Context: an optimization exercise on an open-source flow, tuned for small area and a short achievable clock period. The choices shown serve that exercise and are no tape-out recipe. The RTL was checked by simulation tests, not by an equivalence proof against the original design. Power figures rest on the tool's default switching activity, not on a simulated workload.

## flow/design.v (module list and top-level ports; edited modules follow where they fit)
// module fifo_ptr_logic: 55 lines
// module mini_fwft_fifo: 47 lines
// module rfg_axis_protocol: 208 lines
// module main_rfg: 543 lines
// module rfg_capture: 15 lines
// module rfg_counter: 23 lines
// module rfg_updown_counter: 38 lines
// module rfg_host: 368 lines
module rfg_host (
    input  wire        clk,
    input  wire        resn,
    input  wire [7:0]  s_axis_tdata,
    input  wire        s_axis_tvalid,
    output wire        s_axis_tready,
    input  wire [7:0]  s_axis_tid,
    output wire [7:0]  m_axis_tdata,
    output wire        m_axis_tvalid,
    input  wire        m_axis_tready,
    output wire        m_axis_tlast,
    output wire [7:0]  m_axis_tid,
    output wire [7:0]  m_axis_tdest,
    output wire        debug_got_byte,
    output wire [3:0]  debug_state,
    input  wire [15:0]   hk_xadc_temperature,
    input  wire          hk_xadc_temperature_write,
    input  wire [15:0]   hk_xadc_vccint,
    input  wire          hk_xadc_vccint_write,
    output wire [31:0]   hk_conversion_trigger,
    output wire          hk_conversion_trigger_interrupt,
    input  wire          hk_stat_conversions_counter_enable,
    output wire [7:0]    hk_ctrl,
    output wire [2:0]    hk_ctrl_select_adc,
    output wire [7:0]    hk_adcdac_mosi_fifo_m_axis_tdata,
    output wire          hk_adcdac_mosi_fifo_m_axis_tvalid,
    input  wire          hk_adcdac_mosi_fifo_m_axis_tready,
    output wire          hk_adcdac_mosi_fifo_m_axis_tlast,
    input  wire [7:0]    hk_adc_miso_fifo_s_axis_tdata,
    input  wire          hk_adc_miso_fifo_s_axis_tvalid,
    output wire          hk_adc_miso_fifo_s_axis_tready,
    input  wire [31:0]   hk_adc_miso_fifo_read_size,
    input  wire          hk_adc_miso_fifo_read_size_write,
  // ...
==> flow/flow/run.sh <==
#!/bin/bash
set -o pipefail
cp standard.sh standard_sh_copy.log
export BUFFER_PORTS_ARGS="-buffer_cell sky130_fd_sc_hd__buf_1"
bash standard.sh > standard.log 2>&1
==> flow/standard.sh <==
#!/bin/bash
# synth_recipe.tcl (not shown) runs the flow's synth.tcl, then flattens the netlist and writes it again
# the make line also repeats each setting of config.mk as NAME=value (left out here)
make -C /OpenROAD-flow-scripts/flow DESIGN_CONFIG=/design/flow/config.mk WORK_HOME=/design/flow/orfs CLKGATE_MAP_FILE= SYNTH_SCRIPT=/design/flow/synth_recipe.tcl "${@:-finish}"
==> flow/config.mk <==
export PLATFORM = sky130hd
export DESIGN_NAME = rfg_host
export DESIGN_NICKNAME = rfg_host
export VERILOG_FILES = /design/flow/design.v
export SDC_FILE = /design/flow/constraint.sdc
export NUM_CORES = 4
export LEC_CHECK = 0
export CAP_MARGIN = 20
export CORE_AREA = 10 10 345 345
export CTS_CLUSTER_DIAMETER = 120
export CTS_CLUSTER_SIZE = 25
export DIE_AREA = 0 0 355 355
export SETUP_SLACK_MARGIN = 3.4
export SLEW_MARGIN = 20
==> flow/constraint.sdc <==
create_clock -name core_clock -period 6.0 [get_ports {clk}]
set_input_delay 1.2000 -clock core_clock [delete_from_list [all_inputs] [get_ports {clk}]]
set_output_delay 1.2000 -clock core_clock [all_outputs]
set_load 0.01 [all_outputs]
==> results_dict.tcl, run 1 <==
set metrics [dict create \
    crit_start "main_rfg_I.a_lo[15]$_SDFF_PN0_" \
    status "timing/DRC/antenna clean" \
    critical_path_class "reg -> reg" \
    intPower_mw 11.8 \
    synth_top_family_by_area "simple AND/OR/NAND/NOR gates" \
    place_congestion 0.971 \
    synth_compound_area_share_pct 14.5 \
    max_slew_margin_pct 21.3 \
    gr-total-overflow 0 \
    synth_ff_type "edfxtp_1" \
    synth_top_area_share_pct 38.1 \
    finalHoldViolCount 0 \
    synth_adder_area_share_pct 1.90 \
    cap_viol_max_count 0 \
    yosysUniqueCellTypes 88 \
    cp_slowest_cell "a222oi_1" \
    grt_pass1_wl_um 335000 \
    drive_gt1_share_pct 15.8 \
    finalCritPeriodShare_pct 51.0 \
    clk_pin_slew_worst_paths_ps 110 \
    seq_share_pct 47.9 \
    yosysMostFrequentCell "edfxtp_1" \
    worstHoldStart "rfg_protocol.mini_fwft_fifo_inst.data_out[7]$_DFFE_PP_" \
    nMultiInputCombCells 3149 \
    multi_input_area_share_pct 34.3 \
    wl_um 247000 \
    chipHeight_um 355 \
    vias 46300 \
    p_clk_share_pct 24.6 \
    sw_frac_of_total_pct 33.5 \
]
==> module main_rfg, before the edit <==
module main_rfg(
    input  wire                clk,
    input  wire                resn,
    input  wire  [7:0]         rfg_address,
    input  wire  [7:0]         rfg_write_value,
    input  wire                rfg_write,
    input  wire                rfg_write_last,
    input  wire                rfg_read,
    input  wire                rfg_read_next,      
    input  wire  [7:0]         rfg_address_next,   
    output reg                 rfg_read_valid,
    output wire [7:0]          rfg_read_value,
    input  wire [15:0]            hk_xadc_temperature,
    input  wire                  hk_xadc_temperature_write,
    input  wire [15:0]            hk_xadc_vccint,
    input  wire                  hk_xadc_vccint_write,
    output wire [31:0]            hk_conversion_trigger,
    output  wire                 hk_conversion_trigger_interrupt,
    input   wire                  hk_stat_conversions_counter_enable,
    output wire [7:0]            hk_ctrl,
    output wire [2:0]            hk_ctrl_select_adc,
    output wire [7:0]             hk_adcdac_mosi_fifo_m_axis_tdata,
    output reg                   hk_adcdac_mosi_fifo_m_axis_tvalid,
    input  wire                  hk_adcdac_mosi_fifo_m_axis_tready,
    output reg            hk_adcdac_mosi_fifo_m_axis_tlast,
    input  wire [7:0]            hk_adc_miso_fifo_s_axis_tdata,
    input  wire                  hk_adc_miso_fifo_s_axis_tvalid,
    output reg                   hk_adc_miso_fifo_s_axis_tready,
    input  wire [31:0]            hk_adc_miso_fifo_read_size,
    input  wire                  hk_adc_miso_fifo_read_size_write,
    output wire [7:0]            layer_0_cfg_ctrl,
    output wire                  layer_0_cfg_ctrl_hold,
    output wire                  layer_0_cfg_ctrl_reset,
    output wire                  layer_0_cfg_ctrl_disable_autoread,
    output wire                  layer_0_cfg_ctrl_cs,
    output wire                  layer_0_cfg_ctrl_disable_miso,
    output wire                  layer_0_cfg_ctrl_loopback,
    output wire [7:0]            layer_1_cfg_ctrl,
    output wire                  layer_1_cfg_ctrl_hold,
    output wire                  layer_1_cfg_ctrl_reset,
    output wire                  layer_1_cfg_ctrl_disable_autoread,
    output wire                  layer_1_cfg_ctrl_cs,
    output wire                  layer_1_cfg_ctrl_disable_miso,
    output wire                  layer_1_cfg_ctrl_loopback,
    output wire [7:0]            layer_2_cfg_ctrl,
    output wire                  layer_2_cfg_ctrl_hold,
    output wire                  layer_2_cfg_ctrl_reset,
    output wire                  layer_2_cfg_ctrl_disable_autoread,
    output wire                  layer_2_cfg_ctrl_cs,
    output wire                  layer_2_cfg_ctrl_disable_miso,
    output wire                  layer_2_cfg_ctrl_loopback,
    output wire [7:0]            layer_0_status,
    input  wire                  layer_0_status_interruptn,
    input  wire                  layer_0_status_frame_decoding,
    output wire [7:0]            layer_1_status,
    input  wire                  layer_1_status_interruptn,
    input  wire                  layer_1_status_frame_decoding,
    output wire [7:0]            layer_2_status,
    input  wire                  layer_2_status_interruptn,
    input  wire                  layer_2_status_frame_decoding,
    input   wire                  layer_0_stat_frame_counter_enable,
    input   wire                  layer_1_stat_frame_counter_enable,
    input   wire                  layer_2_stat_frame_counter_enable,
    input   wire                  layer_0_stat_idle_counter_enable,
    input   wire                  layer_1_stat_idle_counter_enable,
    input   wire                  layer_2_stat_idle_counter_enable,
    output wire [7:0]             layer_0_mosi_m_axis_tdata,
    output reg                   layer_0_mosi_m_axis_tvalid,
    input  wire                  layer_0_mosi_m_axis_tready,
    output reg            layer_0_mosi_m_axis_tlast,
    input  wire [31:0]            layer_0_mosi_write_size,
    input  wire                  layer_0_mosi_write_size_write,
    output wire [7:0]             layer_1_mosi_m_axis_tdata,
    output reg                   layer_1_mosi_m_axis_tvalid,
    input  wire                  layer_1_mosi_m_axis_tready,
    output reg            layer_1_mosi_m_axis_tlast,
    input  wire [31:0]            layer_1_mosi_write_size,
    input  wire                  layer_1_mosi_write_size_write,
    output wire [7:0]             layer_2_mosi_m_axis_tdata,
    output reg                   layer_2_mosi_m_axis_tvalid,
    input  wire                  layer_2_mosi_m_axis_tready,
    output reg            layer_2_mosi_m_axis_tlast,
    input  wire [31:0]            layer_2_mosi_write_size,
    input  wire                  layer_2_mosi_write_size_write,
    output wire [7:0]             layer_0_loopback_miso_m_axis_tdata,
    output reg                   layer_0_loopback_miso_m_axis_tvalid,
    input  wire                  layer_0_loopback_miso_m_axis_tready,
    input  wire [31:0]            layer_0_loopback_miso_write_size,
    input  wire                  layer_0_loopback_miso_write_size_write,
    output wire [7:0]             layer_1_loopback_miso_m_axis_tdata,
    output reg                   layer_1_loopback_miso_m_axis_tvalid,
    input  wire                  layer_1_loopback_miso_m_axis_tready,
    input  wire [31:0]            layer_1_loopback_miso_write_size,
    input  wire                  layer_1_loopback_miso_write_size_write,
    output wire [7:0]             layer_2_loopback_miso_m_axis_tdata,
    output reg                   layer_2_loopback_miso_m_axis_tvalid,
    input  wire                  layer_2_loopback_miso_m_axis_tready,
    input  wire [31:0]            layer_2_loopback_miso_write_size,
    input  wire                  layer_2_loopback_miso_write_size_write,
    input  wire [7:0]            layer_0_loopback_mosi_s_axis_tdata,
    input  wire                  layer_0_loopback_mosi_s_axis_tvalid,
    output reg                   layer_0_loopback_mosi_s_axis_tready,
    input  wire [31:0]            layer_0_loopback_mosi_read_size,
    input  wire                  layer_0_loopback_mosi_read_size_write,
    input  wire [7:0]            layer_1_loopback_mosi_s_axis_tdata,
    input  wire                  layer_1_loopback_mosi_s_axis_tvalid,
    output reg                   layer_1_loopback_mosi_s_axis_tready,
    input  wire [31:0]            layer_1_loopback_mosi_read_size,
    input  wire                  layer_1_loopback_mosi_read_size_write,
    input  wire [7:0]            layer_2_loopback_mosi_s_axis_tdata,
    input  wire                  layer_2_loopback_mosi_s_axis_tvalid,
    output reg                   layer_2_loopback_mosi_s_axis_tready,
    input  wire [31:0]            layer_2_loopback_mosi_read_size,
    input  wire                  layer_2_loopback_mosi_read_size_write,
    output wire [7:0]            layers_cfg_frame_tag_counter_ctrl,
    output wire                  layers_cfg_frame_tag_counter_ctrl_enable,
    output wire                  layers_cfg_frame_tag_counter_ctrl_force_count,
    output wire [31:0]            layers_cfg_frame_tag_counter_trigger,
    output  wire                 layers_cfg_frame_tag_counter_trigger_interrupt,
    input   wire                  layers_cfg_frame_tag_counter_trigger_enable,
    output wire [31:0]            layers_cfg_frame_tag_counter,
    input   wire                  layers_cfg_frame_tag_counter_enable,
    output wire [7:0]            layers_cfg_nodata_continue,
    output wire [7:0]            layers_sr_out,
    output wire                  layers_sr_out_ck1,
    output wire                  layers_sr_out_ck2,
    output wire                  layers_sr_out_sin,
    output wire                  layers_sr_out_ld0,
    output wire                  layers_sr_out_ld1,
    output wire                  layers_sr_out_ld2,
    output wire [7:0]            layers_sr_in,
    output wire                  layers_sr_in_rb,
    input  wire                  layers_sr_in_sout0,
    input  wire                  layers_sr_in_sout1,
    input  wire                  layers_sr_in_sout2,
    output wire [7:0]            layers_inj_ctrl,
    output wire                  layers_inj_ctrl_reset,
    output wire                  layers_inj_ctrl_suspend,
    output wire                  layers_inj_ctrl_synced,
    output wire                  layers_inj_ctrl_trigger,
    output wire                  layers_inj_ctrl_write,
    input  wire                  layers_inj_ctrl_done,
    input  wire                  layers_inj_ctrl_running,
    output wire [3:0]            layers_inj_waddr,
    output wire [7:0]            layers_inj_wdata,
    input  wire [7:0]            layers_readout_s_axis_tdata,
    input  wire                  layers_readout_s_axis_tvalid,
    output reg                   layers_readout_s_axis_tready,
    input  wire [31:0]            layers_readout_read_size,
    input  wire                  layers_readout_read_size_write,
    output wire [7:0]            io_ctrl,
    output wire                  io_ctrl_sample_clock_enable,
    output wire                  io_ctrl_timestamp_clock_enable,
    output wire                  io_ctrl_gecco_sample_clock_se,
    output wire                  io_ctrl_gecco_inj_enable,
    output wire [7:0]            io_led,
    output wire [7:0]            gecco_sr_ctrl,
    output wire                  gecco_sr_ctrl_ck,
    output wire                  gecco_sr_ctrl_sin,
    output wire                  gecco_sr_ctrl_ld,
    output wire [31:0]            hk_conversion_trigger_match,
    output wire [31:0]            layers_cfg_frame_tag_counter_trigger_match,
    output wire [7:0]             spi_layers_ckdivider_value,
    output wire [7:0]             spi_hk_ckdivider_value
    );
    wire [7:0] wd = rfg_write_value;
    reg [8:0]  a_hi;
    reg [15:0] a_lo;
    always @(posedge clk) begin
        a_hi <= 9'b1 << rfg_address_next[7:4];
        a_lo <= 16'b1 << rfg_address_next[3:0];
    end
    reg [7:0] hk_ctrl_reg, spi_layers_ckdivider_reg, spi_hk_ckdivider_reg;
    reg [7:0] layer_0_cfg_ctrl_reg, layer_1_cfg_ctrl_reg, layer_2_cfg_ctrl_reg;
    reg [7:0] layers_cfg_frame_tag_counter_ctrl_reg, layers_cfg_nodata_continue_reg, layers_sr_out_reg;
    reg [7:0] layers_sr_in_reg, layers_inj_ctrl_reg, layers_inj_wdata_reg;
    reg [3:0] layers_inj_waddr_reg;
    reg [7:0] io_ctrl_reg, io_led_reg, gecco_sr_ctrl_reg;
    reg [31:0] hk_conversion_trigger_match_reg, layers_cfg_frame_tag_counter_trigger_match_reg;
    reg [1:0] layer_0_status_reg, layer_1_status_reg, layer_2_status_reg;
    wire [7:0] wd_r0 = wd & {8{resn}};     
    wire [7:0] wd_r1 = wd | {8{!resn}};    
    function automatic [7:0] wd_rst(input [7:0] rst);
        wd_rst = (wd_r0 & ~rst) | (wd_r1 & rst);
    endfunction
    always @(posedge clk) if (!resn || (rfg_write && a_hi[1] && a_lo[4])) hk_ctrl_reg <= wd_rst(8'h0);
    always @(posedge clk) if (!resn || (rfg_write && a_hi[1] && a_lo[11])) spi_layers_ckdivider_reg <= wd_rst(8'h4);
    always @(posedge clk) if (!resn || (rfg_write && a_hi[1] && a_lo[12])) spi_hk_ckdivider_reg <= wd_rst(8'h4);
    always @(posedge clk) if (!resn || (rfg_write && a_hi[1] && a_lo[13])) layer_0_cfg_ctrl_reg <= wd_rst(8'b00000111);
    always @(posedge clk) if (!resn || (rfg_write && a_hi[1] && a_lo[14])) layer_1_cfg_ctrl_reg <= wd_rst(8'b00000111);
    always @(posedge clk) if (!resn || (rfg_write && a_hi[1] && a_lo[15])) layer_2_cfg_ctrl_reg <= wd_rst(8'b00000111);
    always @(posedge clk) if (!resn || (rfg_write && a_hi[6] && a_lo[8])) layers_cfg_frame_tag_counter_ctrl_reg <= wd_rst(8'h1);
    always @(posedge clk) if (!resn || (rfg_write && a_hi[7] && a_lo[1])) layers_cfg_nodata_continue_reg <= wd_rst(8'd5);
    always @(posedge clk) if (!resn || (rfg_write && a_hi[7] && a_lo[2])) layers_sr_out_reg <= wd_rst(8'h0);
    always @(posedge clk) if (!resn || (rfg_write && a_hi[7] && a_lo[5])) layers_inj_waddr_reg <= wd_rst(4'h0) & 4'hf;
    always @(posedge clk) if (!resn || (rfg_write && a_hi[7] && a_lo[6])) layers_inj_wdata_reg <= wd_rst(8'h0);
    always @(posedge clk) if (!resn || (rfg_write && a_hi[7] && a_lo[12])) io_ctrl_reg <= wd_rst(8'b00001000);
    always @(posedge clk) if (!resn || (rfg_write && a_hi[7] && a_lo[13])) io_led_reg <= wd_rst(8'h0);
    always @(posedge clk) if (!resn || (rfg_write && a_hi[7] && a_lo[14])) gecco_sr_ctrl_reg <= wd_rst(8'h0);
    always @(posedge clk) if (!resn || (rfg_write && a_hi[7] && a_lo[15])) hk_conversion_trigger_match_reg[7:0] <= wd_rst((32'd10) >> 0);
    always @(posedge clk) if (!resn || (rfg_write && a_hi[8] && a_lo[0])) hk_conversion_trigger_match_reg[15:8] <= wd_rst((32'd10) >> 8);
    always @(posedge clk) if (!resn || (rfg_write && a_hi[8] && a_lo[1])) hk_conversion_trigger_match_reg[23:16] <= wd_rst((32'd10) >> 16);
    always @(posedge clk) if (!resn || (rfg_write && a_hi[8] && a_lo[2])) hk_conversion_trigger_match_reg[31:24] <= wd_rst((32'd10) >> 24);
    always @(posedge clk) if (!resn || (rfg_write && a_hi[8] && a_lo[3])) layers_cfg_frame_tag_counter_trigger_match_reg[7:0] <= wd_rst((32'd4) >> 0);
    always @(posedge clk) if (!resn || (rfg_write && a_hi[8] && a_lo[4])) layers_cfg_frame_tag_counter_trigger_match_reg[15:8] <= wd_rst((32'd4) >> 8);
    always @(posedge clk) if (!resn || (rfg_write && a_hi[8] && a_lo[5])) layers_cfg_frame_tag_counter_trigger_match_reg[23:16] <= wd_rst((32'd4) >> 16);
    always @(posedge clk) if (!resn || (rfg_write && a_hi[8] && a_lo[6])) layers_cfg_frame_tag_counter_trigger_match_reg[31:24] <= wd_rst((32'd4) >> 24);
    always @(posedge clk) begin
        if (!resn) begin
            layers_sr_in_reg <= 8'h0;
            layers_inj_ctrl_reg <= 8'b00000110;
            layer_0_status_reg <= 2'b0;
            layer_1_status_reg <= 2'b0;
            layer_2_status_reg <= 2'b0;
        end else begin
            layer_0_status_reg <= {layer_0_status_frame_decoding, layer_0_status_interruptn};
            layer_1_status_reg <= {layer_1_status_frame_decoding, layer_1_status_interruptn};
            layer_2_status_reg <= {layer_2_status_frame_decoding, layer_2_status_interruptn};
            if (rfg_write && a_hi[7] && a_lo[3]) layers_sr_in_reg <= wd;
            else layers_sr_in_reg[3:1] <= {layers_sr_in_sout2, layers_sr_in_sout1, layers_sr_in_sout0};
            if (rfg_write && a_hi[7] && a_lo[4]) layers_inj_ctrl_reg <= wd;
            else layers_inj_ctrl_reg[6:5] <= {layers_inj_ctrl_running, layers_inj_ctrl_done};
        end
    end
    assign hk_ctrl = hk_ctrl_reg;
    assign spi_layers_ckdivider_value = spi_layers_ckdivider_reg;
    assign spi_hk_ckdivider_value = spi_hk_ckdivider_reg;
    assign layer_0_cfg_ctrl = layer_0_cfg_ctrl_reg;
    assign layer_1_cfg_ctrl = layer_1_cfg_ctrl_reg;
    assign layer_2_cfg_ctrl = layer_2_cfg_ctrl_reg;
    assign layer_0_status = {6'b0, layer_0_status_reg};
    assign layer_1_status = {6'b0, layer_1_status_reg};
    assign layer_2_status = {6'b0, layer_2_status_reg};
    assign layers_cfg_frame_tag_counter_ctrl = layers_cfg_frame_tag_counter_ctrl_reg;
    assign layers_cfg_nodata_continue = layers_cfg_nodata_continue_reg;
    assign layers_sr_out = layers_sr_out_reg;
    assign layers_sr_in = layers_sr_in_reg;
    assign layers_inj_ctrl = layers_inj_ctrl_reg;
    assign layers_inj_waddr = layers_inj_waddr_reg;
    assign layers_inj_wdata = layers_inj_wdata_reg;
    assign io_ctrl = io_ctrl_reg;
    assign io_led = io_led_reg;
    assign gecco_sr_ctrl = gecco_sr_ctrl_reg;
    assign hk_conversion_trigger_match = hk_conversion_trigger_match_reg;
    assign layers_cfg_frame_tag_counter_trigger_match = layers_cfg_frame_tag_counter_trigger_match_reg;
    assign hk_ctrl_select_adc = hk_ctrl_reg[2:0];
    assign layer_0_cfg_ctrl_hold = layer_0_cfg_ctrl_reg[0];
    assign layer_0_cfg_ctrl_reset = layer_0_cfg_ctrl_reg[1];
    assign layer_0_cfg_ctrl_disable_autoread = layer_0_cfg_ctrl_reg[2];
    assign layer_0_cfg_ctrl_cs = layer_0_cfg_ctrl_reg[3];
    assign layer_0_cfg_ctrl_disable_miso = layer_0_cfg_ctrl_reg[4];
    assign layer_0_cfg_ctrl_loopback = layer_0_cfg_ctrl_reg[5];
    assign layer_1_cfg_ctrl_hold = layer_1_cfg_ctrl_reg[0];
    assign layer_1_cfg_ctrl_reset = layer_1_cfg_ctrl_reg[1];
    assign layer_1_cfg_ctrl_disable_autoread = layer_1_cfg_ctrl_reg[2];
    assign layer_1_cfg_ctrl_cs = layer_1_cfg_ctrl_reg[3];
    assign layer_1_cfg_ctrl_disable_miso = layer_1_cfg_ctrl_reg[4];
    assign layer_1_cfg_ctrl_loopback = layer_1_cfg_ctrl_reg[5];
    assign layer_2_cfg_ctrl_hold = layer_2_cfg_ctrl_reg[0];
    assign layer_2_cfg_ctrl_reset = layer_2_cfg_ctrl_reg[1];
    assign layer_2_cfg_ctrl_disable_autoread = layer_2_cfg_ctrl_reg[2];
    assign layer_2_cfg_ctrl_cs = layer_2_cfg_ctrl_reg[3];
    assign layer_2_cfg_ctrl_disable_miso = layer_2_cfg_ctrl_reg[4];
    assign layer_2_cfg_ctrl_loopback = layer_2_cfg_ctrl_reg[5];
    assign layers_cfg_frame_tag_counter_ctrl_enable = layers_cfg_frame_tag_counter_ctrl_reg[0];
    assign layers_cfg_frame_tag_counter_ctrl_force_count = layers_cfg_frame_tag_counter_ctrl_reg[1];
    assign layers_sr_out_ck1 = layers_sr_out_reg[0];
    assign layers_sr_out_ck2 = layers_sr_out_reg[1];
    assign layers_sr_out_sin = layers_sr_out_reg[2];
    assign layers_sr_out_ld0 = layers_sr_out_reg[3];
    assign layers_sr_out_ld1 = layers_sr_out_reg[4];
    assign layers_sr_out_ld2 = layers_sr_out_reg[5];
    assign layers_sr_in_rb = layers_sr_in_reg[0];
    assign layers_inj_ctrl_reset = layers_inj_ctrl_reg[0];
    assign layers_inj_ctrl_suspend = layers_inj_ctrl_reg[1];
    assign layers_inj_ctrl_synced = layers_inj_ctrl_reg[2];
    assign layers_inj_ctrl_trigger = layers_inj_ctrl_reg[3];
    assign layers_inj_ctrl_write = layers_inj_ctrl_reg[4];
    assign io_ctrl_sample_clock_enable = io_ctrl_reg[0];
    assign io_ctrl_timestamp_clock_enable = io_ctrl_reg[1];
    assign io_ctrl_gecco_sample_clock_se = io_ctrl_reg[2];
    assign io_ctrl_gecco_inj_enable = io_ctrl_reg[3];
    assign gecco_sr_ctrl_ck = gecco_sr_ctrl_reg[0];
    assign gecco_sr_ctrl_sin = gecco_sr_ctrl_reg[1];
    assign gecco_sr_ctrl_ld = gecco_sr_ctrl_reg[2];
    wire [15:0] hk_xadc_temperature_val, hk_xadc_vccint_val;
    wire [31:0] hk_adc_miso_fifo_read_size_val;
    wire [31:0] layer_0_mosi_write_size_val, layer_1_mosi_write_size_val, layer_2_mosi_write_size_val;
    wire [31:0] layer_0_loopback_miso_write_size_val, layer_1_loopback_miso_write_size_val, layer_2_loopback_miso_write_size_val;
    wire [31:0] layer_0_loopback_mosi_read_size_val, layer_1_loopback_mosi_read_size_val, layer_2_loopback_mosi_read_size_val;
    wire [31:0] layers_readout_read_size_val;
    rfg_capture #(16) hk_xadc_temperature_cap (clk, resn, hk_xadc_temperature_write, hk_xadc_temperature, hk_xadc_temperature_val);
    rfg_capture #(16) hk_xadc_vccint_cap (clk, resn, hk_xadc_vccint_write, hk_xadc_vccint, hk_xadc_vccint_val);
    rfg_capture #(32) hk_adc_miso_fifo_read_size_cap (clk, resn, hk_adc_miso_fifo_read_size_write, hk_adc_miso_fifo_read_size, hk_adc_miso_fifo_read_size_val);
    rfg_capture #(32) layer_0_mosi_write_size_cap (clk, resn, layer_0_mosi_write_size_write, layer_0_mosi_write_size, layer_0_mosi_write_size_val);
    rfg_capture #(32) layer_1_mosi_write_size_cap (clk, resn, layer_1_mosi_write_size_write, layer_1_mosi_write_size, layer_1_mosi_write_size_val);
    rfg_capture #(32) layer_2_mosi_write_size_cap (clk, resn, layer_2_mosi_write_size_write, layer_2_mosi_write_size, layer_2_mosi_write_size_val);
    rfg_capture #(32) layer_0_loopback_miso_write_size_cap (clk, resn, layer_0_loopback_miso_write_size_write, layer_0_loopback_miso_write_size, layer_0_loopback_miso_write_size_val);
    rfg_capture #(32) layer_1_loopback_miso_write_size_cap (clk, resn, layer_1_loopback_miso_write_size_write, layer_1_loopback_miso_write_size, layer_1_loopback_miso_write_size_val);
    rfg_capture #(32) layer_2_loopback_miso_write_size_cap (clk, resn, layer_2_loopback_miso_write_size_write, layer_2_loopback_miso_write_size, layer_2_loopback_miso_write_size_val);
    rfg_capture #(32) layer_0_loopback_mosi_read_size_cap (clk, resn, layer_0_loopback_mosi_read_size_write, layer_0_loopback_mosi_read_size, layer_0_loopback_mosi_read_size_val);
    rfg_capture #(32) layer_1_loopback_mosi_read_size_cap (clk, resn, layer_1_loopback_mosi_read_size_write, layer_1_loopback_mosi_read_size, layer_1_loopback_mosi_read_size_val);
    rfg_capture #(32) layer_2_loopback_mosi_read_size_cap (clk, resn, layer_2_loopback_mosi_read_size_write, layer_2_loopback_mosi_read_size, layer_2_loopback_mosi_read_size_val);
    rfg_capture #(32) layers_readout_read_size_cap (clk, resn, layers_readout_read_size_write, layers_readout_read_size, layers_readout_read_size_val);
    wire [31:0] hk_stat_conversions_counter_val;
    wire [31:0] layer_0_stat_frame_counter_val, layer_1_stat_frame_counter_val, layer_2_stat_frame_counter_val;
    wire [31:0] layer_0_stat_idle_counter_val, layer_1_stat_idle_counter_val, layer_2_stat_idle_counter_val;
    rfg_counter hk_stat_conversions_counter_cnt (clk, resn, hk_stat_conversions_counter_enable, 4'b0000, wd, hk_stat_conversions_counter_val);
    rfg_counter layer_0_stat_frame_counter_cnt (clk, resn, layer_0_stat_frame_counter_enable,
        {(rfg_write && a_hi[2] && a_lo[6]), (rfg_write && a_hi[2] && a_lo[5]), (rfg_write && a_hi[2] && a_lo[4]), (rfg_write && a_hi[2] && a_lo[3])}, wd, layer_0_stat_frame_counter_val);
    rfg_counter layer_1_stat_frame_counter_cnt (clk, resn, layer_1_stat_frame_counter_enable,
        {(rfg_write && a_hi[2] && a_lo[10]), (rfg_write && a_hi[2] && a_lo[9]), (rfg_write && a_hi[2] && a_lo[8]), (rfg_write && a_hi[2] && a_lo[7])}, wd, layer_1_stat_frame_counter_val);
    rfg_counter layer_2_stat_frame_counter_cnt (clk, resn, layer_2_stat_frame_counter_enable,
        {(rfg_write && a_hi[2] && a_lo[14]), (rfg_write && a_hi[2] && a_lo[13]), (rfg_write && a_hi[2] && a_lo[12]), (rfg_write && a_hi[2] && a_lo[11])}, wd, layer_2_stat_frame_counter_val);
    rfg_counter layer_0_stat_idle_counter_cnt (clk, resn, layer_0_stat_idle_counter_enable,
        {(rfg_write && a_hi[3] && a_lo[2]), (rfg_write && a_hi[3] && a_lo[1]), (rfg_write && a_hi[3] && a_lo[0]), (rfg_write && a_hi[2] && a_lo[15])}, wd, layer_0_stat_idle_counter_val);
    rfg_counter layer_1_stat_idle_counter_cnt (clk, resn, layer_1_stat_idle_counter_enable,
        {(rfg_write && a_hi[3] && a_lo[6]), (rfg_write && a_hi[3] && a_lo[5]), (rfg_write && a_hi[3] && a_lo[4]), (rfg_write && a_hi[3] && a_lo[3])}, wd, layer_1_stat_idle_counter_val);
    rfg_counter layer_2_stat_idle_counter_cnt (clk, resn, layer_2_stat_idle_counter_enable,
        {(rfg_write && a_hi[3] && a_lo[10]), (rfg_write && a_hi[3] && a_lo[9]), (rfg_write && a_hi[3] && a_lo[8]), (rfg_write && a_hi[3] && a_lo[7])}, wd, layer_2_stat_idle_counter_val);
    rfg_counter layers_cfg_frame_tag_counter_cnt (clk, resn, layers_cfg_frame_tag_counter_enable,
        {(rfg_write && a_hi[7] && a_lo[0]), (rfg_write && a_hi[6] && a_lo[15]), (rfg_write && a_hi[6] && a_lo[14]), (rfg_write && a_hi[6] && a_lo[13])}, wd, layers_cfg_frame_tag_counter);
    rfg_updown_counter hk_conversion_trigger_cnt (clk, resn, 1'b1,
        {(rfg_write && a_hi[0] && a_lo[15]), (rfg_write && a_hi[0] && a_lo[14]), (rfg_write && a_hi[0] && a_lo[13]), (rfg_write && a_hi[0] && a_lo[12])}, wd, hk_conversion_trigger_match_reg,
        hk_conversion_trigger, hk_conversion_trigger_interrupt);
    rfg_updown_counter layers_cfg_frame_tag_counter_trigger_cnt (clk, resn, layers_cfg_frame_tag_counter_trigger_enable,
        {(rfg_write && a_hi[6] && a_lo[12]), (rfg_write && a_hi[6] && a_lo[11]), (rfg_write && a_hi[6] && a_lo[10]), (rfg_write && a_hi[6] && a_lo[9])}, wd, layers_cfg_frame_tag_counter_trigger_match_reg,
        layers_cfg_frame_tag_counter_trigger, layers_cfg_frame_tag_counter_trigger_interrupt);
    reg [7:0] fifo_wdata_reg;
    always @(posedge clk) fifo_wdata_reg <= rfg_write_value;
    assign hk_adcdac_mosi_fifo_m_axis_tdata   = fifo_wdata_reg;
    assign layer_0_mosi_m_axis_tdata          = fifo_wdata_reg;
    assign layer_1_mosi_m_axis_tdata          = fifo_wdata_reg;
    assign layer_2_mosi_m_axis_tdata          = fifo_wdata_reg;
    assign layer_0_loopback_miso_m_axis_tdata = fifo_wdata_reg;
    assign layer_1_loopback_miso_m_axis_tdata = fifo_wdata_reg;
    assign layer_2_loopback_miso_m_axis_tdata = fifo_wdata_reg;
    always @(posedge clk) begin
        if (!resn) begin
            hk_adcdac_mosi_fifo_m_axis_tvalid <= 1'b0;
            hk_adcdac_mosi_fifo_m_axis_tlast  <= 1'b0;
            layer_0_mosi_m_axis_tvalid <= 1'b0;
            layer_0_mosi_m_axis_tlast  <= 1'b0;
            layer_1_mosi_m_axis_tvalid <= 1'b0;
            layer_1_mosi_m_axis_tlast  <= 1'b0;
            layer_2_mosi_m_axis_tvalid <= 1'b0;
            layer_2_mosi_m_axis_tlast  <= 1'b0;
            layer_0_loopback_miso_m_axis_tvalid <= 1'b0;
            layer_1_loopback_miso_m_axis_tvalid <= 1'b0;
            layer_2_loopback_miso_m_axis_tvalid <= 1'b0;
        end else begin
            hk_adcdac_mosi_fifo_m_axis_tvalid <= (rfg_write && a_hi[1] && a_lo[5]);
            hk_adcdac_mosi_fifo_m_axis_tlast  <= (rfg_write && a_hi[1] && a_lo[5]) && rfg_write_last;
            layer_0_mosi_m_axis_tvalid <= (rfg_write && a_hi[3] && a_lo[11]);
            layer_0_mosi_m_axis_tlast  <= (rfg_write && a_hi[3] && a_lo[11]) && rfg_write_last;
            layer_1_mosi_m_axis_tvalid <= (rfg_write && a_hi[4] && a_lo[0]);
            layer_1_mosi_m_axis_tlast  <= (rfg_write && a_hi[4] && a_lo[0]) && rfg_write_last;
            layer_2_mosi_m_axis_tvalid <= (rfg_write && a_hi[4] && a_lo[5]);
            layer_2_mosi_m_axis_tlast  <= (rfg_write && a_hi[4] && a_lo[5]) && rfg_write_last;
            layer_0_loopback_miso_m_axis_tvalid <= (rfg_write && a_hi[4] && a_lo[10]);
            layer_1_loopback_miso_m_axis_tvalid <= (rfg_write && a_hi[4] && a_lo[15]);
            layer_2_loopback_miso_m_axis_tvalid <= (rfg_write && a_hi[5] && a_lo[4]);
        end
    end
    always @(posedge clk) begin
        hk_adc_miso_fifo_s_axis_tready      <= rfg_read_next && rfg_address_next == 8'h16;
        layer_0_loopback_mosi_s_axis_tready <= rfg_read_next && rfg_address_next == 8'h59;
        layer_1_loopback_mosi_s_axis_tready <= rfg_read_next && rfg_address_next == 8'h5e;
        layer_2_loopback_mosi_s_axis_tready <= rfg_read_next && rfg_address_next == 8'h63;
        layers_readout_s_axis_tready        <= rfg_read_next && rfg_address_next == 8'h77;
    end
    wire [7:0] rd_grp_0 =
        ({8{a_lo[1]}} & (8'hff)) |
        ({8{a_lo[4]}} & (8'h81)) |
        ({8{a_lo[5]}} & (8'h7f)) |
        ({8{a_lo[6]}} & (8'ha5)) |
        ({8{a_lo[7]}} & (8'h78)) |
        ({8{a_lo[8]}} & (hk_xadc_temperature_val[7:0])) |
        ({8{a_lo[9]}} & (hk_xadc_temperature_val[15:8])) |
        ({8{a_lo[10]}} & (hk_xadc_vccint_val[7:0])) |
        ({8{a_lo[11]}} & (hk_xadc_vccint_val[15:8])) |
        ({8{a_lo[12]}} & (hk_conversion_trigger[7:0])) |
        ({8{a_lo[13]}} & (hk_conversion_trigger[15:8])) |
        ({8{a_lo[14]}} & (hk_conversion_trigger[23:16])) |
        ({8{a_lo[15]}} & (hk_conversion_trigger[31:24]));
    wire rd_ok_0 = a_lo[0] | a_lo[1] | a_lo[2] | a_lo[3] | a_lo[4] | a_lo[5] | a_lo[6] | a_lo[7] | a_lo[8] | a_lo[9] | a_lo[10] | a_lo[11] | a_lo[12] | a_lo[13] | a_lo[14] | a_lo[15];
    wire [7:0] rd_grp_1 =
        ({8{a_lo[0]}} & (hk_stat_conversions_counter_val[7:0])) |
        ({8{a_lo[1]}} & (hk_stat_conversions_counter_val[15:8])) |
        ({8{a_lo[2]}} & (hk_stat_conversions_counter_val[23:16])) |
        ({8{a_lo[3]}} & (hk_stat_conversions_counter_val[31:24])) |
        ({8{a_lo[4]}} & (hk_ctrl_reg)) |
        ({8{a_lo[7]}} & (hk_adc_miso_fifo_read_size_val[7:0])) |
        ({8{a_lo[8]}} & (hk_adc_miso_fifo_read_size_val[15:8])) |
        ({8{a_lo[9]}} & (hk_adc_miso_fifo_read_size_val[23:16])) |
        ({8{a_lo[10]}} & (hk_adc_miso_fifo_read_size_val[31:24])) |
        ({8{a_lo[11]}} & (spi_layers_ckdivider_reg)) |
        ({8{a_lo[12]}} & (spi_hk_ckdivider_reg)) |
        ({8{a_lo[13]}} & (layer_0_cfg_ctrl_reg)) |
        ({8{a_lo[14]}} & (layer_1_cfg_ctrl_reg)) |
        ({8{a_lo[15]}} & (layer_2_cfg_ctrl_reg));
    wire rd_ok_1 = a_lo[0] | a_lo[1] | a_lo[2] | a_lo[3] | a_lo[4] | a_lo[6] | a_lo[7] | a_lo[8] | a_lo[9] | a_lo[10] | a_lo[11] | a_lo[12] | a_lo[13] | a_lo[14] | a_lo[15];
    wire [7:0] rd_grp_2 =
        ({8{a_lo[0]}} & ({6'b0, layer_0_status_reg})) |
        ({8{a_lo[1]}} & ({6'b0, layer_1_status_reg})) |
        ({8{a_lo[2]}} & ({6'b0, layer_2_status_reg})) |
        ({8{a_lo[3]}} & (layer_0_stat_frame_counter_val[7:0])) |
        ({8{a_lo[4]}} & (layer_0_stat_frame_counter_val[15:8])) |
        ({8{a_lo[5]}} & (layer_0_stat_frame_counter_val[23:16])) |
        ({8{a_lo[6]}} & (layer_0_stat_frame_counter_val[31:24])) |
        ({8{a_lo[7]}} & (layer_1_stat_frame_counter_val[7:0])) |
        ({8{a_lo[8]}} & (layer_1_stat_frame_counter_val[15:8])) |
        ({8{a_lo[9]}} & (layer_1_stat_frame_counter_val[23:16])) |
        ({8{a_lo[10]}} & (layer_1_stat_frame_counter_val[31:24])) |
        ({8{a_lo[11]}} & (layer_2_stat_frame_counter_val[7:0])) |
        ({8{a_lo[12]}} & (layer_2_stat_frame_counter_val[15:8])) |
        ({8{a_lo[13]}} & (layer_2_stat_frame_counter_val[23:16])) |
        ({8{a_lo[14]}} & (layer_2_stat_frame_counter_val[31:24])) |
        ({8{a_lo[15]}} & (layer_0_stat_idle_counter_val[7:0]));
    wire rd_ok_2 = a_lo[0] | a_lo[1] | a_lo[2] | a_lo[3] | a_lo[4] | a_lo[5] | a_lo[6] | a_lo[7] | a_lo[8] | a_lo[9] | a_lo[10] | a_lo[11] | a_lo[12] | a_lo[13] | a_lo[14] | a_lo[15];
    wire [7:0] rd_grp_3 =
        ({8{a_lo[0]}} & (layer_0_stat_idle_counter_val[15:8])) |
        ({8{a_lo[1]}} & (layer_0_stat_idle_counter_val[23:16])) |
        ({8{a_lo[2]}} & (layer_0_stat_idle_counter_val[31:24])) |
        ({8{a_lo[3]}} & (layer_1_stat_idle_counter_val[7:0])) |
        ({8{a_lo[4]}} & (layer_1_stat_idle_counter_val[15:8])) |
        ({8{a_lo[5]}} & (layer_1_stat_idle_counter_val[23:16])) |
        ({8{a_lo[6]}} & (layer_1_stat_idle_counter_val[31:24])) |
        ({8{a_lo[7]}} & (layer_2_stat_idle_counter_val[7:0])) |
        ({8{a_lo[8]}} & (layer_2_stat_idle_counter_val[15:8])) |
        ({8{a_lo[9]}} & (layer_2_stat_idle_counter_val[23:16])) |
        ({8{a_lo[10]}} & (layer_2_stat_idle_counter_val[31:24])) |
        ({8{a_lo[12]}} & (layer_0_mosi_write_size_val[7:0])) |
        ({8{a_lo[13]}} & (layer_0_mosi_write_size_val[15:8])) |
        ({8{a_lo[14]}} & (layer_0_mosi_write_size_val[23:16])) |
        ({8{a_lo[15]}} & (layer_0_mosi_write_size_val[31:24]));
    wire rd_ok_3 = a_lo[0] | a_lo[1] | a_lo[2] | a_lo[3] | a_lo[4] | a_lo[5] | a_lo[6] | a_lo[7] | a_lo[8] | a_lo[9] | a_lo[10] | a_lo[12] | a_lo[13] | a_lo[14] | a_lo[15];
    wire [7:0] rd_grp_4 =
        ({8{a_lo[1]}} & (layer_1_mosi_write_size_val[7:0])) |
        ({8{a_lo[2]}} & (layer_1_mosi_write_size_val[15:8])) |
        ({8{a_lo[3]}} & (layer_1_mosi_write_size_val[23:16])) |
        ({8{a_lo[4]}} & (layer_1_mosi_write_size_val[31:24])) |
        ({8{a_lo[6]}} & (layer_2_mosi_write_size_val[7:0])) |
        ({8{a_lo[7]}} & (layer_2_mosi_write_size_val[15:8])) |
        ({8{a_lo[8]}} & (layer_2_mosi_write_size_val[23:16])) |
        ({8{a_lo[9]}} & (layer_2_mosi_write_size_val[31:24])) |
        ({8{a_lo[11]}} & (layer_0_loopback_miso_write_size_val[7:0])) |
        ({8{a_lo[12]}} & (layer_0_loopback_miso_write_size_val[15:8])) |
        ({8{a_lo[13]}} & (layer_0_loopback_miso_write_size_val[23:16])) |
        ({8{a_lo[14]}} & (layer_0_loopback_miso_write_size_val[31:24]));
    wire rd_ok_4 = a_lo[1] | a_lo[2] | a_lo[3] | a_lo[4] | a_lo[6] | a_lo[7] | a_lo[8] | a_lo[9] | a_lo[11] | a_lo[12] | a_lo[13] | a_lo[14];
    wire [7:0] rd_grp_5 =
        ({8{a_lo[0]}} & (layer_1_loopback_miso_write_size_val[7:0])) |
        ({8{a_lo[1]}} & (layer_1_loopback_miso_write_size_val[15:8])) |
        ({8{a_lo[2]}} & (layer_1_loopback_miso_write_size_val[23:16])) |
        ({8{a_lo[3]}} & (layer_1_loopback_miso_write_size_val[31:24])) |
        ({8{a_lo[5]}} & (layer_2_loopback_miso_write_size_val[7:0])) |
        ({8{a_lo[6]}} & (layer_2_loopback_miso_write_size_val[15:8])) |
        ({8{a_lo[7]}} & (layer_2_loopback_miso_write_size_val[23:16])) |
        ({8{a_lo[8]}} & (layer_2_loopback_miso_write_size_val[31:24])) |
        ({8{a_lo[10]}} & (layer_0_loopback_mosi_read_size_val[7:0])) |
        ({8{a_lo[11]}} & (layer_0_loopback_mosi_read_size_val[15:8])) |
        ({8{a_lo[12]}} & (layer_0_loopback_mosi_read_size_val[23:16])) |
        ({8{a_lo[13]}} & (layer_0_loopback_mosi_read_size_val[31:24])) |
        ({8{a_lo[15]}} & (layer_1_loopback_mosi_read_size_val[7:0]));
    wire rd_ok_5 = a_lo[0] | a_lo[1] | a_lo[2] | a_lo[3] | a_lo[5] | a_lo[6] | a_lo[7] | a_lo[8] | a_lo[9] | a_lo[10] | a_lo[11] | a_lo[12] | a_lo[13] | a_lo[14] | a_lo[15];
    wire [7:0] rd_grp_6 =
        ({8{a_lo[0]}} & (layer_1_loopback_mosi_read_size_val[15:8])) |
        ({8{a_lo[1]}} & (layer_1_loopback_mosi_read_size_val[23:16])) |
        ({8{a_lo[2]}} & (layer_1_loopback_mosi_read_size_val[31:24])) |
        ({8{a_lo[4]}} & (layer_2_loopback_mosi_read_size_val[7:0])) |
        ({8{a_lo[5]}} & (layer_2_loopback_mosi_read_size_val[15:8])) |
        ({8{a_lo[6]}} & (layer_2_loopback_mosi_read_size_val[23:16])) |
        ({8{a_lo[7]}} & (layer_2_loopback_mosi_read_size_val[31:24])) |
        ({8{a_lo[8]}} & (layers_cfg_frame_tag_counter_ctrl_reg)) |
        ({8{a_lo[9]}} & (layers_cfg_frame_tag_counter_trigger[7:0])) |
        ({8{a_lo[10]}} & (layers_cfg_frame_tag_counter_trigger[15:8])) |
        ({8{a_lo[11]}} & (layers_cfg_frame_tag_counter_trigger[23:16])) |
        ({8{a_lo[12]}} & (layers_cfg_frame_tag_counter_trigger[31:24])) |
        ({8{a_lo[13]}} & (layers_cfg_frame_tag_counter[7:0])) |
        ({8{a_lo[14]}} & (layers_cfg_frame_tag_counter[15:8])) |
        ({8{a_lo[15]}} & (layers_cfg_frame_tag_counter[23:16]));
    wire rd_ok_6 = a_lo[0] | a_lo[1] | a_lo[2] | a_lo[3] | a_lo[4] | a_lo[5] | a_lo[6] | a_lo[7] | a_lo[8] | a_lo[9] | a_lo[10] | a_lo[11] | a_lo[12] | a_lo[13] | a_lo[14] | a_lo[15];
    wire [7:0] rd_grp_7 =
        ({8{a_lo[0]}} & (layers_cfg_frame_tag_counter[31:24])) |
        ({8{a_lo[1]}} & (layers_cfg_nodata_continue_reg)) |
        ({8{a_lo[2]}} & (layers_sr_out_reg)) |
        ({8{a_lo[3]}} & (layers_sr_in_reg)) |
        ({8{a_lo[4]}} & (layers_inj_ctrl_reg)) |
        ({8{a_lo[6]}} & (layers_inj_wdata_reg)) |
        ({8{a_lo[8]}} & (layers_readout_read_size_val[7:0])) |
        ({8{a_lo[9]}} & (layers_readout_read_size_val[15:8])) |
        ({8{a_lo[10]}} & (layers_readout_read_size_val[23:16])) |
        ({8{a_lo[11]}} & (layers_readout_read_size_val[31:24])) |
        ({8{a_lo[12]}} & (io_ctrl_reg)) |
        ({8{a_lo[13]}} & (io_led_reg)) |
        ({8{a_lo[14]}} & (gecco_sr_ctrl_reg)) |
        ({8{a_lo[15]}} & (hk_conversion_trigger_match_reg[7:0]));
    wire rd_ok_7 = a_lo[0] | a_lo[1] | a_lo[2] | a_lo[3] | a_lo[4] | a_lo[6] | a_lo[7] | a_lo[8] | a_lo[9] | a_lo[10] | a_lo[11] | a_lo[12] | a_lo[13] | a_lo[14] | a_lo[15];
    wire [7:0] rd_grp_8 =
        ({8{a_lo[0]}} & (hk_conversion_trigger_match_reg[15:8])) |
        ({8{a_lo[1]}} & (hk_conversion_trigger_match_reg[23:16])) |
        ({8{a_lo[2]}} & (hk_conversion_trigger_match_reg[31:24])) |
        ({8{a_lo[3]}} & (layers_cfg_frame_tag_counter_trigger_match_reg[7:0])) |
        ({8{a_lo[4]}} & (layers_cfg_frame_tag_counter_trigger_match_reg[15:8])) |
        ({8{a_lo[5]}} & (layers_cfg_frame_tag_counter_trigger_match_reg[23:16])) |
        ({8{a_lo[6]}} & (layers_cfg_frame_tag_counter_trigger_match_reg[31:24]));
    wire rd_ok_8 = a_lo[0] | a_lo[1] | a_lo[2] | a_lo[3] | a_lo[4] | a_lo[5] | a_lo[6];
    wire [7:0] rd_value_port =
        ({8{a_hi[1] & a_lo[6]}} & (hk_adc_miso_fifo_s_axis_tvalid ? hk_adc_miso_fifo_s_axis_tdata : 8'hff)) |
        ({8{a_hi[5] & a_lo[9]}} & (layer_0_loopback_mosi_s_axis_tvalid ? layer_0_loopback_mosi_s_axis_tdata : 8'hff)) |
        ({8{a_hi[5] & a_lo[14]}} & (layer_1_loopback_mosi_s_axis_tvalid ? layer_1_loopback_mosi_s_axis_tdata : 8'hff)) |
        ({8{a_hi[6] & a_lo[3]}} & (layer_2_loopback_mosi_s_axis_tvalid ? layer_2_loopback_mosi_s_axis_tdata : 8'hff)) |
        ({8{a_hi[7] & a_lo[7]}} & (layers_readout_s_axis_tvalid ? layers_readout_s_axis_tdata : 8'hff));
    wire [7:0] rd_value =
        ({8{a_hi[0]}} & rd_grp_0) |
        ({8{a_hi[1]}} & rd_grp_1) |
        ({8{a_hi[2]}} & rd_grp_2) |
        ({8{a_hi[3]}} & rd_grp_3) |
        ({8{a_hi[4]}} & rd_grp_4) |
        ({8{a_hi[5]}} & rd_grp_5) |
        ({8{a_hi[6]}} & rd_grp_6) |
        ({8{a_hi[7]}} & rd_grp_7) |
        ({8{a_hi[8]}} & rd_grp_8);
    wire rd_ok =
        (a_hi[0] & rd_ok_0) |
        (a_hi[1] & rd_ok_1) |
        (a_hi[2] & rd_ok_2) |
        (a_hi[3] & rd_ok_3) |
        (a_hi[4] & rd_ok_4) |
        (a_hi[5] & rd_ok_5) |
        (a_hi[6] & rd_ok_6) |
        (a_hi[7] & rd_ok_7) |
        (a_hi[8] & rd_ok_8);
    reg [7:0] rd_value_reg, rd_value_port_reg;
    always @(posedge clk) begin
        if (!resn) rfg_read_valid <= 1'b0;
        else       rfg_read_valid <= rfg_read && rd_ok;
        rd_value_reg      <= rd_value;
        rd_value_port_reg <= rd_value_port;
    end
    assign rfg_read_value = rd_value_reg | rd_value_port_reg;
endmodule
==> run 2: changes to the inputs <==
--- a/flow/design.v
+++ b/flow/design.v
@@ -824,12 +824,24 @@
         ({8{a_hi[7] & a_lo[7]}} & (layers_readout_s_axis_tvalid ? layers_readout_s_axis_tdata : 8'hff));
-    wire [7:0] rd_value =
-        ({8{a_hi[0]}} & rd_grp_0) |
-        ({8{a_hi[1]}} & rd_grp_1) |
-        ({8{a_hi[2]}} & rd_grp_2) |
-        ({8{a_hi[3]}} & rd_grp_3) |
-        ({8{a_hi[4]}} & rd_grp_4) |
-        ({8{a_hi[5]}} & rd_grp_5) |
-        ({8{a_hi[6]}} & rd_grp_6) |
-        ({8{a_hi[7]}} & rd_grp_7) |
-        ({8{a_hi[8]}} & rd_grp_8);
+    reg [7:0] rd_grp_reg_0, rd_grp_reg_1, rd_grp_reg_2, rd_grp_reg_3, rd_grp_reg_4, rd_grp_reg_5, rd_grp_reg_6, rd_grp_reg_7, rd_grp_reg_8;
+    always @(posedge clk) begin
+        rd_grp_reg_0 <= {8{a_hi[0]}} & rd_grp_0;
+        rd_grp_reg_1 <= {8{a_hi[1]}} & rd_grp_1;
+        rd_grp_reg_2 <= {8{a_hi[2]}} & rd_grp_2;
+        rd_grp_reg_3 <= {8{a_hi[3]}} & rd_grp_3;
+        rd_grp_reg_4 <= {8{a_hi[4]}} & rd_grp_4;
+        rd_grp_reg_5 <= {8{a_hi[5]}} & rd_grp_5;
+        rd_grp_reg_6 <= {8{a_hi[6]}} & rd_grp_6;
+        rd_grp_reg_7 <= {8{a_hi[7]}} & rd_grp_7;
+        rd_grp_reg_8 <= {8{a_hi[8]}} & rd_grp_8;
+    end
+    wire [7:0] rd_value_groups =
+        rd_grp_reg_0 |
+        rd_grp_reg_1 |
+        rd_grp_reg_2 |
+        rd_grp_reg_3 |
+        rd_grp_reg_4 |
+        rd_grp_reg_5 |
+        rd_grp_reg_6 |
+        rd_grp_reg_7 |
+        rd_grp_reg_8;
     wire rd_ok =
@@ -844,3 +856,3 @@
         (a_hi[8] & rd_ok_8);
-    reg [7:0] rd_value_reg, rd_value_port_reg;
+    reg [7:0] rd_value_port_reg;
     always @(posedge clk) begin
@@ -848,6 +860,5 @@
         else       rfg_read_valid <= rfg_read && rd_ok;
-        rd_value_reg      <= rd_value;
         rd_value_port_reg <= rd_value_port;
     end
-    assign rfg_read_value = rd_value_reg | rd_value_port_reg;
+    assign rfg_read_value = rd_value_groups | rd_value_port_reg;
 endmodule
--- a/flow/config.mk
+++ b/flow/config.mk
@@ -8,6 +8,6 @@
 export CAP_MARGIN = 20
-export CORE_AREA = 10 10 345 345
+export CORE_AREA = 10 10 365 365
 export CTS_CLUSTER_DIAMETER = 120
 export CTS_CLUSTER_SIZE = 25
-export DIE_AREA = 0 0 355 355
+export DIE_AREA = 0 0 375 375
 export SETUP_SLACK_MARGIN = 3.4
==> run 2 against run 1 <==
Combinational power fell by 34%. Power shrank 3.9%. Clock power is 5.7% higher. Hold slack improved by 36 ps. Non-clock buffer count decreased by 76. Highest routed layer unchanged.
==> results_dict.tcl, run 2 <==
set metrics [dict create \
    place_inst 7115 \
    required_ps 4800 \
    worstHoldEndpoint "rfg_protocol.m_axis_tdata[1]$_DFFE_PP_" \
    drive_gt1_share_pct 13.4 \
    max_slew_margin_pct 27.3 \
    critPathCaptureType "output port" \
    slew_viol_final 0 \
    arrival_ps 1520 \
    synth_adder_area_share_pct 1.86 \
    synth_area_um2 53100 \
    grt_max_degree 71 \
    cap_viol_max_count 0 \
    powerDensity_nw_per_um2 274 \
    wl_um 240000 \
    clockRootBuffer "clkbuf_16" \
    synth_top_family_by_area "compound AO/OA/AOI/OAI gates" \
    finalCritPeriodShare_pct 45.4 \
    htreeDepth 2 \
    ys_warn_count 8 \
    cts_sinks 1200 \
    drtAntennaViolNets 0 \
    die_area_um2 141000 \
    dp_hpwl_um 175000 \
    crit_fanout 2 \
    layout_common_cells "buf_1 (736), edfxtp_1 (660), nand2_1 (425), dfxtp_1 (404), nor2_1 (353)" \
    core_um2 125000 \
    clock_latency_ps 760 \
    synthSimpleGateAreaFrac_pct 14.1 \
    drt_iter0_drc 6670 \
    drt-pass1-iter-count 10 \
    muxShareOfSynthArea_pct 0.900 \
    rsz0062_at_grt "true" \
    cts_buffers 55 \
    r2r_end "main_rfg_I.rd_value_port_reg[5]$_DFF_P_" \
    cts_buffer_depth 3 \
    syn_avg_cell_area_um2 10.9 \
    timing.fmax_ghz 0.367 \
    holdWs_ps 471 \
    viasPerCell 6.14 \
    rr_startpoint "main_rfg_I.a_hi[5]$_SDFF_PP0_" \
    min_path_type "reg -> reg" \
    postSynth.asyncResetShare_pct 0 \
    chipWidth_um 375 \
    synth_edf_count 660 \
    ir_drop_mv 0.246 \
    min_path_cells 0 \
    netlist_top_cells_count "edfxtp_1 (660), dfxtp_1 (540), nand2_1 (429)" \
    status "timing/DRC/antenna clean" \
    start_util_pct 42.4 \
    netlist_instances 4877 \
    grt_use_total_pct 32.2 \
    setup_violations 0 \
    power_leakage_nw 21.7 \
    layout_commonest_cell "buf_1" \
    synth_top_area_share_pct 37.3 \
    finalHoldViolCount 0 \
    reg2reg_depth 5 \
    tritoncts "done" \
    synth_ff_type "edfxtp_1" \
    period_minus_slack_ps 2720 \
    cp-start-kind "flop" \
    setup_tns_ps 0 \
    worst_pin_slew_ps 1080 \
    place_congestion 0.972 \
    area_growth_syn_to_layout_pct 16.6 \
    synth-seq-cells 1200 \
    worstHoldStart "rfg_protocol.mini_fwft_fifo_inst.data_out[1]$_DFFE_PP_" \
    synth_compound_area_share_pct 14.4 \
    power_mw 17.0 \
    vias 45500 \
    drc 0 \
    yosysMostFrequentCell "edfxtp_1" \
    skew_ps 46.1 \
    clk_pin_slew_worst_paths_ps 120 \
    antenna_found_initial 27 \
    wl_per_cell_um 32.4 \
    fin_cells 7401 \
    final_util_pct 49.4 \
    port_buffers 915 \
    synth-xor-area-share_pct 6.40 \
    r2r_slack_ps 3370 \
    grt_pass1_wl_um 327000 \
    seq_area_frac_synth_pct 57.7 \
    gr-total-overflow 0 \
    nets 6260 \
    critical_path_class "reg -> out" \
    yosysTopAreaCell "edfxtp_1" \
    postCtsHoldBufs 0 \
    pin_count 945 \
    chipHeight_um 375 \
    yosysUniqueCellTypes 87 \
    grt_pass1_vias 42100 \
    synth_area_leaders "edfxtp_1 (37%), dfxtp_1 (20%), xor2_1 (3.3%), a22oi_1 (3.2%), xnor2_1 (3.1%)" \
    rows 130 \
]
==> run 2: cell count changes after synthesis, sizes merged, moves of 31 or more <==
cell and delta:
a21oi +122, a31oi +41, dfxtp +64, nand2 -97, nand4 -32, nor2 +67
nor3 -31, o21ai -73, xnor2 -40, xor2 +44
==> run 2: cell type report <==
class / count / area (um^2)
fill: 11500 / 63400
sequential: 1200 / 31000
multi-input combinational: 3153 / 20700
timing repair buffer: 1152 / 5990
tap: 1650 / 2060
clock buffer: 92 / 1520
inverter: 130 / 503
clock inverter: 9 / 139
antenna: 15 / 37.5
==> run 2: cell families after synthesis <==
logic type / count (synthesis)
mux: 36
xor+xnor: 388
other cells: 1
compound gates: 1100
buf+inv: 547
simple gates: 1526
fa+ha+maj: 79
flops: 1200
==> run 2: power breakdown <==
part           internal, mW  total, mW  switching, mW
combinational         0.882       2.59           1.71
clock                  1.79       4.60           2.82
sequential             9.15       9.80          0.651
total                  11.8       17.0           5.17
==> run 2: timing repair <==
| item | in CTS | in global routing |
|---|---|---|
| cloned | 3 | 0 |
| buffers inserted | 122 | 44 |
| setup endpoints to repair | 857 | 248 |
| resized for setup | 460 | 114 |
| hold endpoints to repair | 0 | 0 |
| pin swaps | 6 | 7 |
==> run 2: worst max-delay path, cell delays in order, from the launching register on <==
cell and delay [ps]:
edfxtp_1 460, buf_6 170, buf_8 140
==> run 2: worst max-delay path by stage <==
stage                                                   start                                                endpoint  cells after the start
final                     main_rfg_I.io_ctrl_reg[3]$_DFFE_PP_                                io_ctrl_gecco_inj_enable                      2
after global routing      main_rfg_I.io_ctrl_reg[3]$_DFFE_PP_                                io_ctrl_gecco_inj_enable                      2
after CTS                       main_rfg_I.a_hi[5]$_SDFF_PP0_                 main_rfg_I.rd_value_port_reg[6]$_DFF_P_                      5
after detailed placement                                 resn  main_rfg_I.layer_0_stat_idle_counter_cnt.q[31]$_DFF_P_                      8
after global placement                                   resn  main_rfg_I.layer_0_stat_idle_counter_cnt.q[31]$_DFF_P_                      8
after floorplan                                          resn  main_rfg_I.layer_0_stat_idle_counter_cnt.q[31]$_DFF_P_                      7
==> run 2: per-stage QoR <==
step           setup slack [ps]  cell area [um^2]
2_1_floorplan              3240             53500
3_3_place_gp               1760             57500
3_5_place_dp               1710             57500
4_1_cts                    3250             61300
5_1_grt                    3250             61900
6_report                   3280             62000
==> run 2: routing by layer <==
layer | vias to the layer above | part of all wire (%) | global-route usage [%]
met5 | - | 0.021 | 0
met4 | 8 | 5.5 | 14.2
met3 | 571 | 12 | 8.01
met2 | 3111 | 45 | 50.1
met1 | 22300 | 38 | 42.4
li1 | 19500 | - | -
==> run 3: changes to the inputs <==
--- a/flow/config.mk
+++ b/flow/config.mk
@@ -7,3 +7,3 @@
 export LEC_CHECK = 0
-export CAP_MARGIN = 20
+export CAP_MARGIN = 10
 export CORE_AREA = 10 10 365 365
@@ -13,2 +13,2 @@
 export SETUP_SLACK_MARGIN = 3.4
-export SLEW_MARGIN = 20
+export SLEW_MARGIN = 10
==> run 3 against run 2 <==
Area after synthesis is the same. Wire length is essentially flat. Hold slack gained 15 ps. Sequential cell count is the same. Critical path depth grew 4. Via count shrank 0.50%. Critical path type is now reg -> reg. Critical endpoint is now main_rfg_I.rd_grp_reg_6[3]$_DFF_P_. Largest cell class unchanged.
==> results_dict.tcl, run 3 <==
set metrics [dict create \
    cts_sinks 1200 \
    yosysTopAreaCell "edfxtp_1" \
    yosysUniqueCellTypes 87 \
    fin_area_um2 61700 \
    htreeDepth 2 \
    num-fill-cells 11500 \
    cp-start-kind "flop" \
    start_util_pct 42.4 \
    dp_hpwl_um 175000 \
    drive_gt1_share_pct 12.3 \
    ys_warn_count 8 \
    cts_buffers 55 \
    core_um2 125000 \
    arrival_ps 3260 \
    gr-total-overflow 0 \
    clk_pin_slew_worst_paths_ps 100 \
    chipWidth_um 375 \
    rsz0062_at_grt "true" \
    powerDensity_nw_per_um2 276 \
    syn_avg_cell_area_um2 10.9 \
    tritoncts "done" \
    finalCritPeriodShare_pct 45.2 \
    antenna_found_initial 27 \
    grt_use_total_pct 32.1 \
    critPathCaptureType "flop" \
    postCtsHoldBufs 0 \
    crit_fanout 25 \
    layout_common_cells "buf_1 (772), edfxtp_1 (660), nand2_1 (424), dfxtp_1 (404), nor2_1 (352)" \
    nets 6233 \
    layout_commonest_cell "buf_1" \
    postSynth.asyncResetShare_pct 0 \
    drt_iter0_drc 6612 \
    clock_latency_ps 740 \
    setup_tns_ps 0 \
    synth-seq-cells 1200 \
    drc 0 \
    clockRootBuffer "clkbuf_16" \
    status "timing/DRC/antenna clean" \
    synth_area_leaders "edfxtp_1 (37%), dfxtp_1 (20%), xor2_1 (3.3%), a22oi_1 (3.2%), xnor2_1 (3.1%)" \
    synth_ff_type "edfxtp_1" \
    die_area_um2 141000 \
    place_congestion 0.972 \
    placed_cell_area_um2 57500 \
    rows 130 \
    grt_max_degree 71 \
    area_growth_syn_to_layout_pct 16.2 \
    seq_area_frac_synth_pct 57.7 \
    timing.fmax_ghz 0.369 \
    wl_per_cell_um 32.5 \
    grt_pass1_vias 41900 \
    chipHeight_um 375 \
    power_leakage_nw 21.5 \
    period_minus_slack_ps 2710 \
    pin_count 945 \
    wl_um 240000 \
    ir_drop_mv 0.295 \
    cts_buffer_depth 3 \
    netlist_top_cells_count "edfxtp_1 (660), dfxtp_1 (540), nand2_1 (429)" \
    worst_pin_slew_ps 1300 \
    skew_ps 34.8 \
    cap_viol_max_count 0 \
    setup_violations 0 \
    slew_viol_final 0 \
    netlist_instances 4877 \
    synth_top_area_share_pct 37.3 \
    max_slew_margin_pct 12.4 \
    drtAntennaViolNets 0 \
    critical_path_class "reg -> reg" \
    vias 45300 \
    port_buffers 915 \
    synth_area_um2 53100 \
    viasPerCell 6.13 \
    grt_pass1_wl_um 326000 \
    finalHoldViolCount 0 \
    required_ps 6540 \
    yosysMostFrequentCell "edfxtp_1" \
    drt-pass1-iter-count 6 \
    synth_edf_count 660 \
    r2r_slack_ps 3290 \
    min_path_type "reg -> reg" \
]
run 3: final cells by class:
class                           count  area [um^2]  area share [%]
Antenna cell                       17         42.5          0.0689
Clock buffer                       93         1530            2.48
Clock inverter                     10          135           0.219
Inverter                          130          505           0.819
Multi-Input combinational cell   3153        20600            33.5
Sequential cell                  1200        31000            50.3
Tap cell                         1650         2060            3.35
Timing Repair Buffer             1125         5770            9.34
run 3: cells by family (layout without fill, tap and decap cells):
kind of cell	after synthesis	after routing	synth area share, %
AO/OA/AOI/OAI	1100	1100	14.4
XOR/XNOR	388	388	6.40
adder cells (fa/ha/maj)	79	79	1.86
buffers and inverters	547	1358	4.75
flip-flops	1200	1200	57.7
multiplexers	36	36	0.900
other	1	39	0.00706
AND/OR/NAND/NOR	1526	1528	14.1
run 3: metal layers:
metal	track usage (%)	vias to the layer above	wire length, um
li1	-	19500	-
met2	49.9	2974	107000
met4	14.0	10	12600
met3	7.72	560	27100
met5	0	-	72
met1	42.4	22300	92800
run 3: critical path: stages, from the launching register on:
cell,delay (ps)
dfxtp_4,420
buf_4,280
a22o_1,250
a221oi_1,200
nand3_1,280
a21oi_1,780
a21boi_0,290
run 3: power by group:
| part | internal, mW | switching, mW |
|---|---|---|
| registers | 9.15 | 0.657 |
| logic | 0.875 | 1.71 |
| clock network | 1.83 | 2.81 |
| total | 11.9 | 5.17 |
run 3: final timing paths:
| kind | start | to | cells after the start |
|---|---|---|---|
| worst max-delay path | main_rfg_I.a_lo[14]$_SDFF_PN0_ | main_rfg_I.rd_grp_reg_6[3]$_DFF_P_ | 6 |
| worst min-delay path | rfg_protocol.mini_fwft_fifo_inst.data_out[1]$_DFFE_PP_ | rfg_protocol.m_axis_tdata[1]$_DFFE_PP_ | 0 |
| worst max register to register | main_rfg_I.a_lo[14]$_SDFF_PN0_ | main_rfg_I.rd_grp_reg_6[3]$_DFF_P_ | 6 |
| worst min register to register | rfg_protocol.mini_fwft_fifo_inst.data_out[1]$_DFFE_PP_ | rfg_protocol.m_axis_tdata[1]$_DFFE_PP_ | 0 |
run 3: what timing repair did:
item,in CTS,in global routing
gates resized for setup,437,93
pin swaps,9,7
gates cloned,2,1
setup endpoints to repair,855,278
buffers inserted,115,26
run 3: metrics by stage:
stage	hold slack, ps	power, mW	std cells	worst slack [ps]	utilization [%]
6_report	486	17.0	7378	3290	49.2
5_1_grt	502	17.5	7373	3250	49.2
4_1_cts	499	16.9	7334	3250	48.8
3_5_place_dp	472	12.3	7114	1730	45.8
3_3_place_gp	462	12.3	7114	1760	45.8
2_1_floorplan	326	11.0	4898	3240	-

-- re-timing with driven ports --
Ports are ideal in the flow. The routed layouts listed here were re-timed in OpenROAD. Step 1 (the two cells are an assumption about what drives the block):
set clk [get_ports {clk}]
set_driving_cell -lib_cell sky130_fd_sc_hd__clkbuf_16 $clk
set_driving_cell -lib_cell sky130_fd_sc_hd__buf_2 [delete_from_list [all_inputs] $clk]
Step 2 times the ports against the registers' clock, not the clock port: input delays grow and output delays shrink by t, the midpoint of the rising clock arrivals with the driver on. a / b / c = ideal ports / drivers / drivers and shift; a / b = the first two.
| run | shift t [ns] | slack for setup (ns) | worst hold slack (ns) | worst setup path at the end | cell pins on the clock port's net |
|---|---|---|---|---|---|
| run 1 | 0.786 | 2.938 / 2.938 / 2.615 | 0.435 / 0.435 / 0.435 | input to register | 1 |
| run 2 | 0.802 | 3.275 / 3.205 / 2.437 | 0.471 / 0.471 / 0.471 | input to register | 1 |
| run 3 | 0.790 | 3.286 / 3.227 / 2.498 | 0.486 / 0.486 / 0.486 | input to register | 1 |
After both steps setup and hold are still met in every run listed. The setup slack of run 2, which loses most, moves by -0.070 ns with the drivers and by -0.838 ns with both steps.
